From an optimization exercise on the open Yosys and OpenROAD flow, aimed at small area and a short achievable clock period; shortcuts taken in it are not production practice.
Function was checked by simulation only, so behaviour that the tests miss may differ from the original.

==> config.mk <==
export PLATFORM = sky130hd
export DESIGN_NAME = ALU_32_Bit_Top
export DESIGN_NICKNAME = ALU_32_Bit_Top
export VERILOG_FILES = /design/flow/design.v
export SDC_FILE = /design/flow/constraint.sdc
export NUM_CORES = 4
export LEC_CHECK = 0
export ABC_AREA = 1
export CAP_MARGIN = 20
export CORE_MARGIN = 2
export CORE_UTILIZATION = 40
export SLEW_MARGIN = 20
==> constraint.sdc <==
create_clock -name core_clock -period 110.0 [get_ports {Clock_In}]
set_input_delay 22.0000 -clock core_clock [delete_from_list [all_inputs] [get_ports {Clock_In}]]
set_output_delay 22.0000 -clock core_clock [all_outputs]
set_load 0.01 [all_outputs]
==> design.v <==
module ALU_Div_Row #(
    parameter W = 2
) (
    input  [W-1:0] X_In,
    input  [W-1:0] B_In,         
    input          Cin,          
    input          Sel_Carry,
    input          Sel_Force,
    output         Carry_Out,
    output [W-1:0] X_Out
);
localparam N = W + 1;               
localparam L = (N <= 2) ? 1 : (N <= 4) ? 2 : (N <= 8) ? 3 : (N <= 16) ? 4 : (N <= 32) ? 5 : 6;
wire [N-1:0] G [0:L];
wire [N-1:0] P [0:L];
assign G[0] = {X_In & B_In, Cin};
assign P[0] = {X_In ^ B_In, 1'b0};
genvar l, i;
generate
    for (l = 0; l < L; l = l + 1) begin : lvl
        for (i = 0; i < N; i = i + 1) begin : bit_
            if ((i >> l) & 1) begin : op
                assign G[l+1][i] = G[l][i] | (P[l][i] & G[l][((i >> l) << l) - 1]);
                assign P[l+1][i] = P[l][i] & P[l][((i >> l) << l) - 1];
            end else begin : pass
                assign G[l+1][i] = G[l][i];
                assign P[l+1][i] = P[l][i];
            end
        end
    end
endgenerate
wire [W-1:0] Sum = P[0][N-1:1] ^ G[L][N-2:0];
wire         Sel = (G[L][N-1] & Sel_Carry) | Sel_Force;
assign Carry_Out = G[L][N-1];
assign X_Out     = Sel ? Sum : X_In;
endmodule
module ALU_32_Bit_Top (
    input         Clock_In,
    input         Enable_In,
    input  [3:0]  ALU_Operation_Select_In,
    input  [31:0] Data_A_In,
    input  [31:0] Data_B_In,
    output [31:0] Result_Out,
    output        Carry_Out
);
localparam ARRAY_SPLIT = 17;
wire        S1_Div = (ALU_Operation_Select_In[3:1] == 3'b011);      
wire [32:0] S1_B   = {S1_Div, Data_B_In ^ {32{S1_Div}}};
wire [33*32-1:0] S1_X;
wire [31:0]      S1_Q;
genvar j;
generate
    for (j = 0; j < ARRAY_SPLIT; j = j + 1) begin : s1_row
        wire High_Zero;
        if (j >= 30) begin : top
            assign High_Zero = 1'b1;
        end else begin : low
            assign High_Zero = ~|Data_B_In[31:j+2];
        end
        wire [j+1:0] Row_In;
        if (j == 0) begin : first
            assign Row_In = {1'b0, Data_A_In[31] & S1_Div};
        end else begin : next
            assign Row_In = {S1_X[33*(j-1) +: j+1], Data_A_In[31-j] & S1_Div};
        end
        wire       Carry;
        wire [j+1:0] Row_Out;
        ALU_Div_Row #(.W(j+2)) row (
            .X_In      (Row_In),
            .B_In      (S1_B[j+1:0]),
            .Cin       (S1_Div),
            .Sel_Carry (S1_Div & High_Zero),
            .Sel_Force (~S1_Div & Data_A_In[31-j]),
            .Carry_Out (Carry),
            .X_Out     (Row_Out)
        );
        assign S1_Q[31-j] = Carry & High_Zero;
        assign S1_X[33*j +: 33] = {{(31-j){1'b0}}, Row_Out};
    end
endgenerate
reg        En_Reg;
reg [3:0]  Op_Reg;
reg [31:0] A_Reg;
reg        Div_Reg;
reg [31:0] B_Reg;             
reg [ARRAY_SPLIT-1:0] Q_High_Reg;
reg [ARRAY_SPLIT:0]   X_Reg;
always @ (posedge Clock_In)
    begin
        En_Reg     <= Enable_In;
        Op_Reg     <= ALU_Operation_Select_In;
        A_Reg      <= Data_A_In;
        Div_Reg    <= S1_Div;
        B_Reg      <= S1_B[31:0];
        Q_High_Reg <= S1_Q[31:32-ARRAY_SPLIT];
        X_Reg      <= S1_X[33*(ARRAY_SPLIT-1) +: ARRAY_SPLIT+1];
    end
wire        S2_Div = Div_Reg;
wire [32:0] S2_B   = {S2_Div, B_Reg};
wire [31:0] B_Val  = B_Reg;           
wire [33*32-1:0] S2_X;
wire [31:0]      S2_Q;
assign S2_X[33*(ARRAY_SPLIT-1) +: 33] = {{(32-ARRAY_SPLIT){1'b0}}, X_Reg};
generate
    for (j = ARRAY_SPLIT; j < 32; j = j + 1) begin : s2_row
        wire High_Zero;
        if (j >= 30) begin : top
            assign High_Zero = 1'b1;
        end else begin : low
            assign High_Zero = &B_Reg[31:j+2];    
        end
        wire [j+1:0] Row_In = {S2_X[33*(j-1) +: j+1], A_Reg[31-j] & S2_Div};
        wire       Carry;
        wire [j+1:0] Row_Out;
        ALU_Div_Row #(.W(j+2)) row (
            .X_In      (Row_In),
            .B_In      (S2_B[j+1:0]),
            .Cin       (S2_Div),
            .Sel_Carry (S2_Div & High_Zero),
            .Sel_Force (~S2_Div & A_Reg[31-j]),
            .Carry_Out (Carry),
            .X_Out     (Row_Out)
        );
        assign S2_Q[31-j] = Carry & High_Zero;
        assign S2_X[33*j +: 33] = {{(31-j){1'b0}}, Row_Out};
    end
endgenerate
wire [31:0] Quotient  = {Q_High_Reg, S2_Q[31-ARRAY_SPLIT:0]};
wire [32:0] Array_Out = S2_X[33*31 +: 33];    
reg [31:0] Add_X, Add_Y;
reg        Add_Cin, Add_Inv;
always @ (*)
    begin
        case (Op_Reg[2:0])
            3'd0    : begin Add_X = A_Reg;  Add_Y = 32'b0;     Add_Cin = 1'b1; Add_Inv = 1'b0; end  
            3'd1    : begin Add_X = A_Reg;  Add_Y = ~32'b0;    Add_Cin = 1'b0; Add_Inv = 1'b1; end  
            3'd2    : begin Add_X = A_Reg;  Add_Y = B_Val;     Add_Cin = 1'b0; Add_Inv = 1'b0; end  
            3'd3    : begin Add_X = A_Reg;  Add_Y = ~B_Val;    Add_Cin = 1'b1; Add_Inv = 1'b1; end  
            default : begin Add_X = ~A_Reg; Add_Y = B_Val;     Add_Cin = 1'b1; Add_Inv = 1'b1; end  
        endcase
    end
wire [32:0] Add_Sum = {1'b0, Add_X} + {1'b0, Add_Y} + {32'b0, Add_Cin};
reg [31:0] Logic_Result;
always @ (*)
    begin
        case (Op_Reg[2:0])
            3'd0    : Logic_Result = A_Reg & B_Val;
            3'd1    : Logic_Result = A_Reg | B_Val;
            3'd2    : Logic_Result = ~A_Reg;
            3'd3    : Logic_Result = ~B_Val;
            3'd4    : Logic_Result = ~(A_Reg & B_Val);
            3'd5    : Logic_Result = ~(A_Reg | B_Val);
            3'd6    : Logic_Result = A_Reg ^ B_Val;
            default : Logic_Result = ~(A_Reg ^ B_Val);
        endcase
    end
reg [32:0] ALU_Results;
always @ (*)
    begin
        if (Op_Reg[3])
            ALU_Results = {(Op_Reg[2:0] != 3'd0) && (Op_Reg[2:0] != 3'd1) && (Op_Reg[2:0] != 3'd6), Logic_Result};
        else
            case (Op_Reg[2:0])
                3'd5    : ALU_Results = Array_Out;
                3'd6    : ALU_Results = {1'b0, Quotient};
                3'd7    : ALU_Results = {1'b0, Array_Out[31:0]};
                default : ALU_Results = {Add_Sum[32] ^ Add_Inv, Add_Sum[31:0]};
            endcase
    end
assign Result_Out = En_Reg ? ALU_Results[31:0] : 32'b0;
assign Carry_Out  = En_Reg & ALU_Results[32];
endmodule
==> flow/run.sh <==
#!/bin/bash
# The standard layout, with timing repair (after CTS and after global
# routing) asked to reach extra setup slack beyond what the clock period
# requires, so that the achieved period shrinks. The synthesis is the
# standard one, unchanged.
set -euo pipefail
MARGIN=50
bash standard.sh synth > synth.log 2>&1
bash standard.sh SETUP_SLACK_MARGIN=$MARGIN finish > layout.log 2>&1
==> standard.sh <==
#!/bin/bash
# synth_recipe.tcl (not shown) runs the flow's synth.tcl, then flattens the netlist and writes it again
# the make line also repeats each setting of config.mk as NAME=value (left out here)
make -C /OpenROAD-flow-scripts/flow DESIGN_CONFIG=/design/flow/config.mk WORK_HOME=/design/flow/orfs CLKGATE_MAP_FILE= SYNTH_SCRIPT=/design/flow/synth_recipe.tcl "${@:-finish}"
==> impl_results.md, run 1 <==
- Run status: no timing/DRC/antenna violations
- Leading register cell type out of synthesis: dfxtp_1
- Cell repeated most along the worst path: nand2_1
- Worst path setup slack after routing: roughly 53 ns
- Setup total negative slack: 0 ns
- DR pass1 iterations: 6
- Share of the synthesized area in the top cell type: 20.2%
- Most frequent cells in the layout: nand2_1, inv_1, nand3_1
- 1st-iter DRT viols: ~3.3k
- Total GRT Usage: around 28%
- CP bufs+invs: 37
- Post-synth EDFFs: 0
- Die Ht: about 310 um
- Largest net degree at the start of global routing: 60
- CTS Root Cell: clkbuf_16
- Worst-margin pin slew: 0.969 ns
- Register bit total from synthesis: around 110
- RSZ-0062 raised after global routing: false
- Clock buffer depth: 2
- Crit. End Element: primary output
- Drt wl/cell: 19.0 um
- Pins Over Slew Limit: 0
- Synthesized net count: roughly 7.0k
- Worst setup SP type: flop
- Vias in the first global route: 37.9k
- Max-Cap Viols: 0
- YS warnings: 33
- DR vias/cell: roughly 5.4
- Initial core utilization: between 40% and 50%
- Worst rel slew slack: 34.9%
- Cell accounting for the most synthesized area: ha_1
- Post-Syn Area per Cell: 6.22 um^2
- Synth top area cells: ha_1, nand2_1, nand3_1, inv_1, fa_1
- Slowest stage cell, crit path: a21oi_2
- Top Family by Delay on Critical Path: simple AND/OR/NAND/NOR gates
- Fin crit share: roughly 52%
- Initial antenna violation count: 6
- Minimum clock period: 57.35 ns
- Worst path required time: 88.00 ns
- Number of port buffers: 102
- Routed Antenna Nets: 0
- Crit path kind: flop to primary output
- Worst-path clk slew: 0.12 ns
- Nets: 7201
- Cell count after synthesis: 6161
- Chip Width: 314 um
- Core Box Area: about 95000 um^2
- Total CTS buffers: 9
- Post-route DRC violation count: 0
- Mapped Area: 38300 um^2
- # rows: 113
- Via Count: 41.7k
- Ys async rst share: 0%
- Hold buffer count at cts: 0
- Final Hold Viols: 0
- Synth cell types: 72
- H-tree levels: 3
- # IOs: 103
- Fin Hold WS: 21.88 ns
- DRT Wirelength: 145000 um
- Layout cells sized above 1: between 10% and 20%
- Post-Place Setup Slack: 46.28 ns
- FMAX: 17.4 MHz
- P&R area growth vs syn: 16.8%
- First-pass GRT wire length: 216000 um
- GRT overflow: 0
- Die area: 98300 um^2
- WP data arrival: 35.35 ns
- Clock sink count: 105
- # setup viols final: 0
- DP HPWL: between 100000 and 150000 um
- HP Class: input port to flop
- CP max FO: 37
- Most common cell after layout, fill and taps aside: nand2_1
- Sequential share of the synthesized area: 5.48%
- Gpl congestion: approximately 0.95
- CTS tree: yes
- Max incr delay on CP: 0.57 ns
## registers in the layout (all words and copies together) (netlist names)
name        count
A_Reg          32
B_Reg          32
X_Reg          18
Q_High_Reg     17
Op_Reg          4
Div_Reg         1
En_Reg          1
## synthesized netlist by cell type, types with 13 or more instances
cell type     n
o2111ai_1    19
and2_1       82
buf_2        39
fa_1        124
nand2_2      36
nand3_1     718
a22oi_1      30
inv_1       782
nor2_1      227
or2_2       131
nand2_1    1733
a21o_1       48
nor3_1       53
inv_2        18
a21oi_1     382
xnor2_1     151
a221oi_1     15
o21bai_1     33
dfxtp_1     105
o21ai_2      52
ha_1        619
o21ai_1      31
o21a_1       13
o21ai_0     212
buf_4        16
nand4_1      22
o22ai_1      25
o211ai_1     13
xor2_1      188
buf_1        13
clkbuf_1     79
nand3b_1     15
## through the flow
stage	util [%]	cells	cell area [um^2]
floorplan	-	6161	38300
global route	47.1	7659	44800
detailed placement	42.9	7445	40800
finish	47.1	7659	44800
CTS	44.0	7499	41800
global placement	42.9	7445	40800
## repair_timing
item / CTS / global route
setup endpoints to repair: 52 / 52
setup buffers: 28 / 132
gates cloned: 10 / 27
pin swaps: 14 / 114
gates resized for setup: 90 / 389
hold endpoints to repair: 0 / 0
## metal layers
layer / vias up / wire, um / global-route usage, %
met2: 1399 / 64900 / 45.9
met1: 19200 / 64400 / 37.8
met3: 308 / 9170 / 2.40
met4: 0 / 6720 / 10.6
li1: 20800 / - / -
met5: - / 0 / 0
## path summary, 6_finish.rpt
| check | from | end | slack, ns | cells past startpoint |
|---|---|---|---|---|
| max | B_Reg[4]$_DFF_P_ | Result_Out[2] | 52.65 | 274 |
| min | ALU_Operation_Select_In[1] | Op_Reg[1]$_DFF_P_ | 21.88 | 1 |
## kinds of logic (layout without fill, tap and decap cells)
| logic type | count (synthesis) | in the layout | synth area share, % |
|---|---|---|---|
| flip-flops | 105 | 105 | 5.48 |
| AO/OA/AOI/OAI | 956 | 963 | 15.3 |
| buffers and inverters | 963 | 1186 | 9.97 |
| adder cells (fa/ha/maj) | 743 | 743 | 26.7 |
| XOR/XNOR | 339 | 339 | 7.75 |
| other | 0 | 1 | 0 |
| AND/OR/NAND/NOR | 3055 | 3057 | 34.8 |
## final cells by class
class	count	area (um^2)
antenna	1	2.50
clock buffer	9	225
clock inverter	7	80.1
fill	10000	50200
inverter	804	3080
multi-input combinational	5102	34000
sequential	105	2120
tap	1265	1580
timing repair buffer	362	3690
timing repair inverter	4	22.5
==> inputs of run 2 (changes only) <==
--- a/design.v
+++ b/design.v
@@ -140,20 +140,27 @@
         endcase
     end
 wire [32:0] Add_Sum = {1'b0, Add_X} + {1'b0, Add_Y} + {32'b0, Add_Cin};
-reg [31:0] Logic_Result;
+reg [3:0] Logic_Table;
 always @ (*)
     begin
         case (Op_Reg[2:0])
-            3'd0    : Logic_Result = A_Reg & B_Val;
-            3'd1    : Logic_Result = A_Reg | B_Val;
-            3'd2    : Logic_Result = ~A_Reg;
-            3'd3    : Logic_Result = ~B_Val;
-            3'd4    : Logic_Result = ~(A_Reg & B_Val);
-            3'd5    : Logic_Result = ~(A_Reg | B_Val);
-            3'd6    : Logic_Result = A_Reg ^ B_Val;
-            default : Logic_Result = ~(A_Reg ^ B_Val);
+            3'd0    : Logic_Table = 4'b1000;     
+            3'd1    : Logic_Table = 4'b1110;     
+            3'd2    : Logic_Table = 4'b0011;     
+            3'd3    : Logic_Table = 4'b0101;     
+            3'd4    : Logic_Table = 4'b0111;     
+            3'd5    : Logic_Table = 4'b0001;     
+            3'd6    : Logic_Table = 4'b0110;     
+            default : Logic_Table = 4'b1001;     
         endcase
     end
+wire [31:0] Logic_Result;
+genvar k;
+generate
+    for (k = 0; k < 32; k = k + 1) begin : logic_bit
+        assign Logic_Result[k] = Logic_Table[{A_Reg[k], B_Reg[k]}];
+    end
+endgenerate
 reg [32:0] ALU_Results;
 always @ (*)
     begin
==> flow/run.sh (replaced) <==
#!/bin/bash
# The standard layout, with timing repair (after CTS and after global
# routing) asked to reach extra setup slack beyond what the clock period
# requires, so that the achieved period shrinks, and with clock buffers
# placed along long clock wires so the flip-flop clock pins see a low slew.
# The synthesis is the standard one, unchanged.
set -euo pipefail
MARGIN=50
bash standard.sh synth > synth.log 2>&1
bash standard.sh SETUP_SLACK_MARGIN=$MARGIN CTS_BUF_DISTANCE=60 finish > layout.log 2>&1
==> run 2 against run 1 <==
The layout now fails its checks (max-capacitance violations, max-slew violations). Non-clock buffer count is 1 higher. Worst hold slack worse by 0.18 ns. Critical path depth down 2. First-iteration DRC count up 3.6%. Count of clock-buffer cells in the layout increased by 7. Flip-flop and latch count did not move.
==> impl_results.md, run 2 <==
- Failed layout checks: max-capacitance violations, max-slew violations
- Initial core utilization: 40.4% (+0.079 points)
- CTS tree: yes
- HP Class: input port to flop
- Die Ht: 309 um (-1.6%)
- DP HPWL: 104000 um (-3.5%)
- DR pass1 iterations: 6 (unchanged)
- Chip Width: 309 um (-1.6%)
- Gpl congestion: 0.953 (+0.85%)
- YS warnings: 33 (unchanged)
- Slowest stage cell, crit path: a21oi_4
- Worst-margin pin slew: 1.59 ns (+0.621 ns)
- Largest regs: A_Reg x32, B_Reg x32, X_Reg x18
- Nets: 7013 (-2.6%)
- Setup total negative slack: 0 ns (unchanged)
- Synth cell types: 70 (-2.8%)
- RSZ-0062 raised after global routing: true
- Synth top area cells: ha_1, nand2_1, nand3_1, inv_1, fa_1
- P&R area growth vs syn: 18.3%
- Largest net degree at the start of global routing: 51 (-15%)
- Pins Over Slew Limit: 6 (+6)
- Final core utilization: 47.8% (+0.69 points)
- Worst path required time: 88.00 ns (about the same)
- Total GRT Usage: 28.2% (+0.30 points)
- Number of port buffers: 102 (unchanged)
- Post-Place Setup Slack: 44.24 ns (-2.04 ns)
- Via Count: 40.8k (-2.2%)
- CP max FO: 30 (-19%)
- 1st-iter DRT viols: 3434 (+3.6%)
- Die area: 95200 um^2 (-3.2%)
- Share of the synthesized area in the top cell type: 18.8% (-1.4 points)
- Leading register cell type out of synthesis: dfxtp_1
- Most frequent cells after synthesis: nand2_1, inv_1, nand3_1
- Crit path kind: flop to primary output
- # setup viols final: 0 (unchanged)
- Final Hold Viols: 0 (unchanged)
- H-tree levels: 3 (unchanged)
- Max-Cap Viols: 1 (+1)
- # rows: 111 (-1.8%)
- # IOs: 103 (unchanged)
- Cell accounting for the most synthesized area: ha_1
- Worst path setup slack after routing: 52.12 ns (-0.534 ns)
- Synthesized net count: 6757 (-3.1%)
- Layout cells sized above 1: 14.0% (+0.96 points)
- Routed Antenna Nets: 0 (unchanged)
- Run status: complete, but fails checks
- Hold EP: Op_Reg[1]$_DFF_P_
- Ys async rst share: 0% (unchanged)
- DRT Wirelength: 142000 um (-2.1%)
- Fin crit share: 52.6% (+0.49 points)
- Initial antenna violation count: 6 (unchanged)
- Crit. End Element: primary output
- FMAX: 17.3 MHz (-0.92%)
- WHS Path Cells: 1 (unchanged)
- GRT overflow: 0 (unchanged)
- Cell count after synthesis: 6005 (-2.5%)
- Worst setup SP type: flop
- Drt wl/cell: 18.9 um (-0.13%)
- Hold path start: ALU_Operation_Select_In[1]
- Total CTS buffers: 15 (+6)
- Core Box Area: 91800 um^2 (-3.4%)
- WP data arrival: 35.88 ns (+0.53 ns)
- Most common cell after layout, fill and taps aside: nand2_1
- Post-synth EDFFs: 0 (unchanged)
- Minimum clock period: 57.88 ns (+0.534 ns)
- Post-route DRC violation count: 0 (unchanged)
- Max incr delay on CP: 0.38 ns (-0.19 ns)
- First-pass GRT wire length: 210000 um (-2.9%)
- Worst-path clk slew: 0.10 ns (-0.02 ns)
- Cell repeated most along the worst path: nand2_1
- Clock sink count: 105 (unchanged)
- Vias in the first global route: 37.1k (-2.2%)
- Mapped Area: 37100 um^2 (-3.2%)
- Worst rel slew slack: -6.81% (-42 points)
- Most frequent cells in the layout: nand2_1, inv_1, nand3_1
- CTS Root Cell: clkbuf_16
- Register bit total from synthesis: 105 (unchanged)
- Count leader, synth: nand2_1
- Post-Syn Area per Cell: 6.18 um^2 (-0.67%)
- DR vias/cell: 5.43 (-0.23%)
- Sequential share of the synthesized area: 5.66% (+0.18 points)
- Clock buffer depth: 4 (+2)
-- run 2: cell types whose count changed after synthesis, sizes merged, moves of 19 or more --
cell    before   now
a21boi      15    44
a21oi      397   421
a22oi       34     4
clkbuf      79    59
ha         619   558
inv        803   769
nand2     1770  1644
nor2       234   285
or2        138   158
xnor2      151   132
-- run 2: per-stage QoR --
| step | instances | cell area, um^2 | hold WS [ns] |
|---|---|---|---|
| after global routing | 7506 | 43900 | 21.71 |
| final | 7507 | 43900 | 21.70 |
| after global placement | 7267 | 39500 | 22.45 |
| after detailed placement | 7267 | 39500 | 22.45 |
| after floorplan | 6005 | 37100 | 22.03 |
| after CTS | 7351 | 40900 | 21.84 |
-- run 2: worst max path at each step --
stage                               start           endpoint  slack, ns  cells after the start
2_1_floorplan  ALU_Operation_Select_In[3]  X_Reg[15]$_DFF_P_      53.36                    267
3_3_place_gp              Div_Reg$_DFF_P_     Result_Out[11]      45.35                    277
3_5_place_dp              Div_Reg$_DFF_P_     Result_Out[11]      44.24                    279
4_1_cts                  B_Reg[0]$_DFF_P_     Result_Out[14]      50.01                    284
5_1_grt                  B_Reg[2]$_DFF_P_     Result_Out[15]      49.48                    287
6_report                 B_Reg[2]$_DFF_P_     Result_Out[15]      52.12                    272
-- run 2: area by class of cell --
type | count | area (um^2)
inverter | 771 | 2960
timing repair inverter | 5 | 31.3
timing repair buffer | 363 | 3650
clock inverter | 3 | 21.3
tap | 1243 | 1560
sequential | 105 | 2120
fill | 9460 | 47900
antenna | 1 | 2.50
multi-input combinational | 5000 | 33200
clock buffer | 16 | 379
-- run 2: routing by layer --
metal | vias up | GRT usage (%) | part of all wire [%]
li1 | 20300 | - | -
met5 | - | 0 | 0.026
met4 | 6 | 11.6 | 4.5
met3 | 308 | 2.23 | 6.1
met2 | 1338 | 46.4 | 46
met1 | 18800 | 38.0 | 44
-- run 2: worst max-delay path: cells and delay by family (launching register included) --
kind                       cells  cell delay (ns)
AOI/OAI and AO/OA             60            10.20
adders and majority gates     16             4.73
buffers and inverters         38             5.00
DFF                            1             0.37
and+or+nand+nor              158            14.77
-- run 2: kinds of logic (layout without fill, tap and decap cells) --
group,Yosys count,count (layout),synth area share (%)
adder cells (fa/ha/maj),682,682,25.5
XOR/XNOR,335,335,7.91
flip-flops,105,105,5.66
AND/OR/NAND/NOR,2999,3004,35.6
other,0,1,0
AO/OA/AOI/OAI,964,979,15.4
buffers and inverters,920,1158,9.91
-- run 2: what timing repair did --
item                                    4_1_cts  5_1_grt
gates resized for setup                      97      392
pin swaps                                    18       93
hold buffers                                  0        0
buffers inserted                             46      134
endpoints found under the setup margin       52       52
gates cloned                                 19       21
==> inputs of run 3 (changes only) <==
==> flow/run.sh (replaced) <==
#!/bin/bash
# The standard layout, with timing repair (after CTS and after global
# routing) asked to reach extra setup slack beyond what the clock period
# requires, so that the achieved period shrinks. Gate cloning is left out of
# that repair (clones can overload the gate driving them after the last
# design repair), and clock buffers are placed along long clock wires so the
# flip-flop clock pins see a low slew. The synthesis is the standard one,
# unchanged.
set -euo pipefail
MARGIN=50
bash standard.sh synth > synth.log 2>&1
bash standard.sh SETUP_SLACK_MARGIN=$MARGIN SKIP_GATE_CLONING=1 CTS_BUF_DISTANCE=60 finish > layout.log 2>&1
==> run 3 against run 2 <==
Now clean on timing, DRC and antenna. Via count shrank 1.2%. Maximum frequency rose by 0.54%. Non-clock buffer count fell by 5. Flip-flop and latch count is the same. Sequential share of layout area grew 0.081 points.
==> impl_results.md, run 3 <==
- Routed Antenna Nets: 0 (unchanged)
- Chip Width: 309 um (unchanged)
- Initial core utilization: 40.4% (unchanged)
- Register area: 2120 um^2 (about the same)
- # IOs: 103 (unchanged)
- Drt wl/cell: 18.7 um (-1.1%)
- DRT Wirelength: 140000 um (-1.5%)
- Hold buffer count at cts: 0 (unchanged)
- Cells after DPL: 7267 (unchanged)
- CP Depth: 272 (unchanged)
- Number of port buffers: 102 (unchanged)
- Clock sink count: 105 (unchanged)
- Worst-path clk slew: 0.09 ns (about the same)
- WP data arrival: 35.58 ns (-0.30 ns)
- DR vias/cell: 5.39 (-0.77%)
- Via Count: 40.3k (-1.2%)
- Cell repeated most along the worst path: nand2_1
- Final cell count without fillers: 7477 (-0.40%)
- Initial antenna violation count: 10 (+4)
- Clock buffer depth: 4 (unchanged)
- Nets: 6983 (-0.43%)
- Post-Syn Area per Cell: 6.18 um^2 (unchanged)
- Worst path setup slack after routing: 52.42 ns (+0.308 ns)
- Hold path start: ALU_Operation_Select_In[1]
- Synth top area cells: ha_1, nand2_1, nand3_1, inv_1, fa_1
- XOR/XNOR Fraction of Synth Area: 7.91% (unchanged)
- Core Box Area: 91800 um^2 (unchanged)
- Total CTS buffers: 15 (unchanged)
- Final core utilization: 47.0% (-0.76 points)
- Final Hold Viols: 0 (unchanged)
- FMAX: 17.4 MHz (+0.54%)
- Run status: no timing/DRC/antenna violations
- WHS Path Cells: 1 (unchanged)
- Post-Place Setup Slack: 44.24 ns (unchanged)
- Largest net degree at the start of global routing: 50 (-2.0%)
- Crit. End Element: primary output
- P&R area growth vs syn: 16.4%
- Post-synth EDFFs: 0 (unchanged)
- Share of the synthesized area in the top cell type: 18.8% (unchanged)
- Crit path kind: flop to primary output
- Worst setup SP type: flop
- Max-Cap Viols: 0 (-1)
- Most frequent cells after synthesis: nand2_1, inv_1, nand3_1
- Setup total negative slack: 0 ns (unchanged)
- DP HPWL: 104000 um (unchanged)
- Largest regs: A_Reg x32, B_Reg x32, X_Reg x18
- RSZ-0062 raised after global routing: false
- Cell accounting for the most synthesized area: ha_1
- Synth cell types: 70 (unchanged)
- Post-synthesis mux area share: 0% (unchanged)
- Most frequent cells in the layout: nand2_1, inv_1, nand3_1
- Worst path required time: 88.00 ns (about the same)
- Fillcell total: 9515 (+0.58%)
- Die area: 95200 um^2 (unchanged)
- Sequential share of the synthesized area: 5.66% (unchanged)
- Cell count after synthesis: 6005 (unchanged)
- Minimum clock period: 57.58 ns (-0.308 ns)
- Largest family of logic cells by synthesized area: simple AND/OR/NAND/NOR gates
- Most common cell after layout, fill and taps aside: nand2_1
- Fin crit share: 52.3% (-0.28 points)
- Pins Over Slew Limit: 0 (-6)
- 1st-iter DRT viols: 3266 (-4.9%)
- Slowest stage cell, crit path: fa_1
- Worst-margin pin slew: 1.14 ns (-0.449 ns)
- CP max FO: 30 (unchanged)
- Top Family by Delay on Critical Path: simple AND/OR/NAND/NOR gates
- Post-synthesis adder-cell area fraction: 25.5% (unchanged)
- Ys async rst share: 0% (unchanged)
- Count leader, synth: nand2_1
- CTS tree: yes
- Post-route DRC violation count: 0 (unchanged)
- First-pass GRT wire length: 208000 um (-0.78%)
- CP bufs+invs: 39 (+2.6%)
- Register bit total from synthesis: 105 (unchanged)
- GRT overflow: 0 (unchanged)
- Vias in the first global route: 36.9k (-0.58%)
- Fin Hold WS: 21.70 ns (+0.000600 ns)
- Worst rel slew slack: 23.9% (+31 points)
- H-tree levels: 3 (unchanged)
- Hold EP: Op_Reg[1]$_DFF_P_
- HP Class: input port to flop
- Leading register cell type out of synthesis: dfxtp_1
- Post-synthesis compound-gate area fraction: 15.4% (unchanged)
- Synthesized net count: 6757 (unchanged)
- Max incr delay on CP: 0.41 ns (+0.03 ns)
- Mapped Area: 37100 um^2 (unchanged)
- YS warnings: 33 (unchanged)
- Layout cells sized above 1: 12.9% (-1.1 points)
- Area of the multi-input gates: 32700 um^2 (-1.4%)
- # setup viols final: 0 (unchanged)
- # rows: 111 (unchanged)
- CTS Root Cell: clkbuf_16
- Simple-gate portion of the synthesized area: 35.6% (unchanged)
- DR pass1 iterations: 8 (+2)
- Gpl congestion: 0.953 (unchanged)
- Die Ht: 309 um (unchanged)
- Total GRT Usage: 28.0% (-0.23 points)
[run 3: cell families after synthesis]
| family | Yosys count |
|---|---|
| DFF | 105 |
| xor gates and xnor gates | 335 |
| and+or+nand+nor | 2999 |
| AOI/OAI and AO/OA | 964 |
| buffers and inverters | 920 |
| adders and majority gates | 682 |
[run 3: worst max-delay path by stage]
stage	from	slack, ns	to
2_1_floorplan	ALU_Operation_Select_In[3]	53.36	X_Reg[15]$_DFF_P_
3_3_place_gp	Div_Reg$_DFF_P_	45.35	Result_Out[11]
3_5_place_dp	Div_Reg$_DFF_P_	44.24	Result_Out[11]
4_1_cts	B_Reg[0]$_DFF_P_	50.02	Result_Out[14]
5_1_grt	B_Reg[0]$_DFF_P_	49.69	Result_Out[16]
6_report	B_Reg[4]$_DFF_P_	52.42	Result_Out[16]
[run 3: area by class of cell]
class / instances / area share [%]
sequential: 105 / 4.91
antenna: 1 / 0.00579
clock buffer: 16 / 0.878
inverter: 771 / 6.84
multi-input combinational: 4980 / 75.7
tap: 1243 / 3.60
timing repair buffer: 358 / 8.02
clock inverter: 3 / 0.0493
[run 3: repair_timing]
action	CTS	global route
setup buffers	57	133
resized for setup	79	356
pin swaps	15	74
endpoints found under the setup margin	52	52
[run 3: per-layer routing]
metal	vias to the layer above	wire, um	GRT usage, %
met3	283	8380	2.45
met1	18600	62000	37.6
met4	6	5990	11.3
met2	1262	63600	46.0
li1	20200	-	-
met5	-	37	0
[run 3: stage by stage]
stage	cell area (um^2)
after floorplan	37100
after global placement	39500
after detailed placement	39500
after CTS	40700
after global routing	43200
final	43200
==> inputs of run 4 (changes only) <==
--- a/design.v
+++ b/design.v
@@ -143,6 +143,9 @@
 reg [3:0] Logic_Table;
 always @ (*)
     begin
+        if (!En_Reg)
+            Logic_Table = 4'b0000;               
+        else
         case (Op_Reg[2:0])
             3'd0    : Logic_Table = 4'b1000;     
             3'd1    : Logic_Table = 4'b1110;     
@@ -164,8 +167,8 @@
 reg [32:0] ALU_Results;
 always @ (*)
     begin
-        if (Op_Reg[3])
-            ALU_Results = {(Op_Reg[2:0] != 3'd0) && (Op_Reg[2:0] != 3'd1) && (Op_Reg[2:0] != 3'd6), Logic_Result};
+        if (Op_Reg[3] || !En_Reg)
+            ALU_Results = {En_Reg && (Op_Reg[2:0] != 3'd0) && (Op_Reg[2:0] != 3'd1) && (Op_Reg[2:0] != 3'd6), Logic_Result};
         else
             case (Op_Reg[2:0])
                 3'd5    : ALU_Results = Array_Out;
@@ -174,6 +177,6 @@
                 default : ALU_Results = {Add_Sum[32] ^ Add_Inv, Add_Sum[31:0]};
             endcase
     end
-assign Result_Out = En_Reg ? ALU_Results[31:0] : 32'b0;
-assign Carry_Out  = En_Reg & ALU_Results[32];
+assign Result_Out = ALU_Results[31:0];
+assign Carry_Out  = ALU_Results[32];
 endmodule
==> run 4 against run 3 <==
Synthesized cell count is 0.78% lower. Critical endpoint is now Result_Out[30]. Sequential share of layout area grew 0.053 points. Design area decreased by 1.4%.
==> impl_results.md, run 4 <==
- Leading register cell type out of synthesis: dfxtp_1
- Final core utilization: 46.6% (-0.43 points)
- Worst path setup slack after routing: 52.41 ns (-0.0103 ns)
- H-tree levels: 3 (unchanged)
- First-pass GRT wire length: 206000 um (-1.3%)
- Cell accounting for the most synthesized area: ha_1
- Total CTS buffers: 15 (unchanged)
- Cell count after synthesis: 5958 (-0.78%)
- Register area: 2120 um^2 (-0.29%)
- Worst setup SP type: flop
- Worst-path clk slew: 0.07 ns (-0.02 ns)
- Layout cells sized above 1: 12.5% (-0.40 points)
- Most common cell after layout, fill and taps aside: nand2_1
- Initial core utilization: 40.3% (-0.15 points)
- Clock buffer depth: 4 (unchanged)
- CP bufs+invs: 40 (+2.6%)
- Share of the synthesized area in the top cell type: 19.0% (+0.16 points)
- Die Ht: 307 um (-0.41%)
- Run status: no timing/DRC/antenna violations
- Vias in the first global route: 36.4k (-1.4%)
- CTS Root Cell: clkbuf_16
- Crit. End Element: primary output
- Routed Antenna Nets: 0 (unchanged)
- Number of port buffers: 102 (unchanged)
- Synth cell types: 73 (+4.3%)
- Synth top area cells: ha_1, nand2_1, nand3_1, inv_1, fa_1
- Cell Area, Placed: 39200 um^2 (-0.74%)
- Register bit total from synthesis: 105 (unchanged)
- Fillcell total: 9677 (+1.7%)
- RSZ-0062 raised after global routing: false
- Pins Over Slew Limit: 0 (unchanged)
- Clock sink count: 105 (unchanged)
- Via Count: 39.9k (-1.1%)
- Synthesized net count: 6710 (-0.70%)
- Ys async rst share: 0% (unchanged)
- Drt wl/cell: 18.8 um (+0.50%)
- Mapped Area: 36800 um^2 (-0.83%)
- GRT overflow: 0 (unchanged)
- Top Family by Delay on Critical Path: simple AND/OR/NAND/NOR gates
- Sequential share of the synthesized area: 5.71% (+0.047 points)
- # setup viols final: 0 (unchanged)
- Die area: 94400 um^2 (-0.81%)
- # IOs: 103 (unchanged)
- Core Box Area: 91400 um^2 (-0.45%)
- Count leader, synth: nand2_1
- CP Launch Point: B_Reg[5]$_DFF_P_
- WP data arrival: 35.59 ns (about the same)
- FMAX: 17.4 MHz (about the same)
- Largest net degree at the start of global routing: 46 (-8.0%)
- Post-synth EDFFs: 0 (unchanged)
- DR vias/cell: 5.40 (+0.25%)
- Most frequent cells in the layout: nand2_1, inv_1, nand3_1
- Max-Cap Viols: 0 (unchanged)
- Gpl congestion: 0.986 (+3.4%)
- Hold path start: ALU_Operation_Select_In[2]
- YS warnings: 33 (unchanged)
- Fin crit share: 52.4% (about the same)
- Total GRT Usage: 27.8% (-0.11 points)
- Setup total negative slack: 0 ns (unchanged)
- Chip Width: 307 um (-0.41%)
- Post-route DRC violation count: 0 (unchanged)
- CTS tree: yes
- Cell repeated most along the worst path: nand2_1
- Worst-margin pin slew: 1.06 ns (-0.0794 ns)
- 1st-iter DRT viols: 3107 (-4.9%)
- DRT Wirelength: 139000 um (-0.87%)
- Design area: 42600 um^2 (-1.4%)
- Max incr delay on CP: 0.54 ns (+0.13 ns)
- Worst path required time: 88.00 ns (about the same)
- Area of the multi-input gates: 32100 um^2 (-1.8%)
- DR pass1 iterations: 6 (-2)
- Largest regs: A_Reg x32, B_Reg x32, X_Reg x18
- Slowest stage cell, crit path: clkdlybuf4s50_1
- Worst rel slew slack: 29.2% (+5.3 points)
- Crit path kind: flop to primary output
- # rows: 111 (unchanged)
- Initial antenna violation count: 2 (-8)
- Post-Place Setup Slack: 44.80 ns (+0.553 ns)
- CP max FO: 31 (+3.3%)
- Nets: 6935 (-0.69%)
- Post-Syn Area per Cell: 6.18 um^2 (about the same)
- Most frequent cells after synthesis: nand2_1, inv_1, nand3_1
- Minimum clock period: 57.59 ns (+0.0103 ns)
- DP HPWL: 105000 um (+0.42%)
- P&R area growth vs syn: 15.7%
- HP Class: input port to flop
- Final Hold Viols: 0 (unchanged)
run 4: cell types whose count changed after synthesis, moves of 15 or more:
cell	previous run	this run
a21boi_0	37	2
o21ai_0	238	260
nand3_1	719	687
a21oi_1	405	375
nand2_1	1604	1646
nand3_2	11	26
nor2_1	278	263
run 4: cells by family after synthesis:
logic type / synth area share (%)
simple gates: 35.8
buf+inv: 9.96
compound gates: 14.4
fa+ha+maj: 25.7
xor+xnor: 8.45
flops: 5.71
run 4: path summary, 6_finish.rpt:
kind / to / slack [ns] / depth (start not counted)
max: Result_Out[30] / 52.41 / 285
min: Op_Reg[2]$_DFF_P_ / 21.76 / 1
run 4: timing repair:
item / CTS / global route
hold buffers: 0 / 0
pin swaps: 15 / 66
endpoints found under the setup margin: 52 / 52
gates resized for setup: 96 / 331
gates cloned: 0 / 0
buffers inserted: 33 / 139
run 4: metal layers:
| metal | GRT usage [%] | share of wire [%] |
|---|---|---|
| met1 | 37.0 | 44 |
| met2 | 46.8 | 46 |
| met3 | 2.10 | 5.8 |
| met4 | 10.9 | 4.7 |
| met5 | 0 | 0.0094 |
run 4: area by class of cell:
class                   instances  share of cell area (%)
multi-input cells            4939                    75.4
repair buffers                349                    8.08
inverters                     773                    7.09
flip-flops and latches        105                    4.97
well taps                    1186                    3.48
clock buffers                  16                   0.914
clock inverters                 3                  0.0499
diodes                          4                  0.0235
run 4: metrics by stage:
step | hold slack (ns) | instances
3_5_place_dp | 22.45 | 7180
6_report | 21.76 | 7375
2_1_floorplan | 22.03 | 5958
5_1_grt | 21.76 | 7371
4_1_cts | 21.84 | 7232
3_3_place_gp | 22.45 | 7180

[static timing again, ports no longer ideal]
In the flow no input, the clock included, has a driving cell. The finished layouts below were timed again as built, in two steps. Step 1 (the two cells are an assumption about what drives the block):
set clk [get_ports {Clock_In}]
set_driving_cell -lib_cell sky130_fd_sc_hd__clkbuf_16 $clk
set_driving_cell -lib_cell sky130_fd_sc_hd__buf_2 [delete_from_list [all_inputs] $clk]
Step 2 adds t to the input delays and takes it off the output delays; t is the mean of the earliest and latest rising clock arrival at the registers after step 1. Input paths then give back, and output paths get back, about the clock's delay inside the block. a / b / c = ideal / step 1 / step 2; a / b = the first two.
| run | t, ns | setup WS [ns] | worst setup path after step 2 | worst data-port slew with drivers (ns) | pins driven straight from the clock port |
|---|---|---|---|---|---|
| run 1 | 0.468 | 52.651 / 52.594 / 52.416 | input to register | 0.11 | 1 |
| run 2 | 0.625 | 52.117 / 52.054 / 52.224 | input to register | 0.11 | 1 |
| run 3 | 0.622 | 52.425 / 52.366 / 52.220 | input to register | 0.11 | 1 |
| run 4 | 0.633 | 52.415 / 52.355 / 52.346 | input to register | 0.09 | 1 |
The setup slack of run 1, which loses most, moves by -0.057 ns with the drivers and by -0.235 ns with both steps.
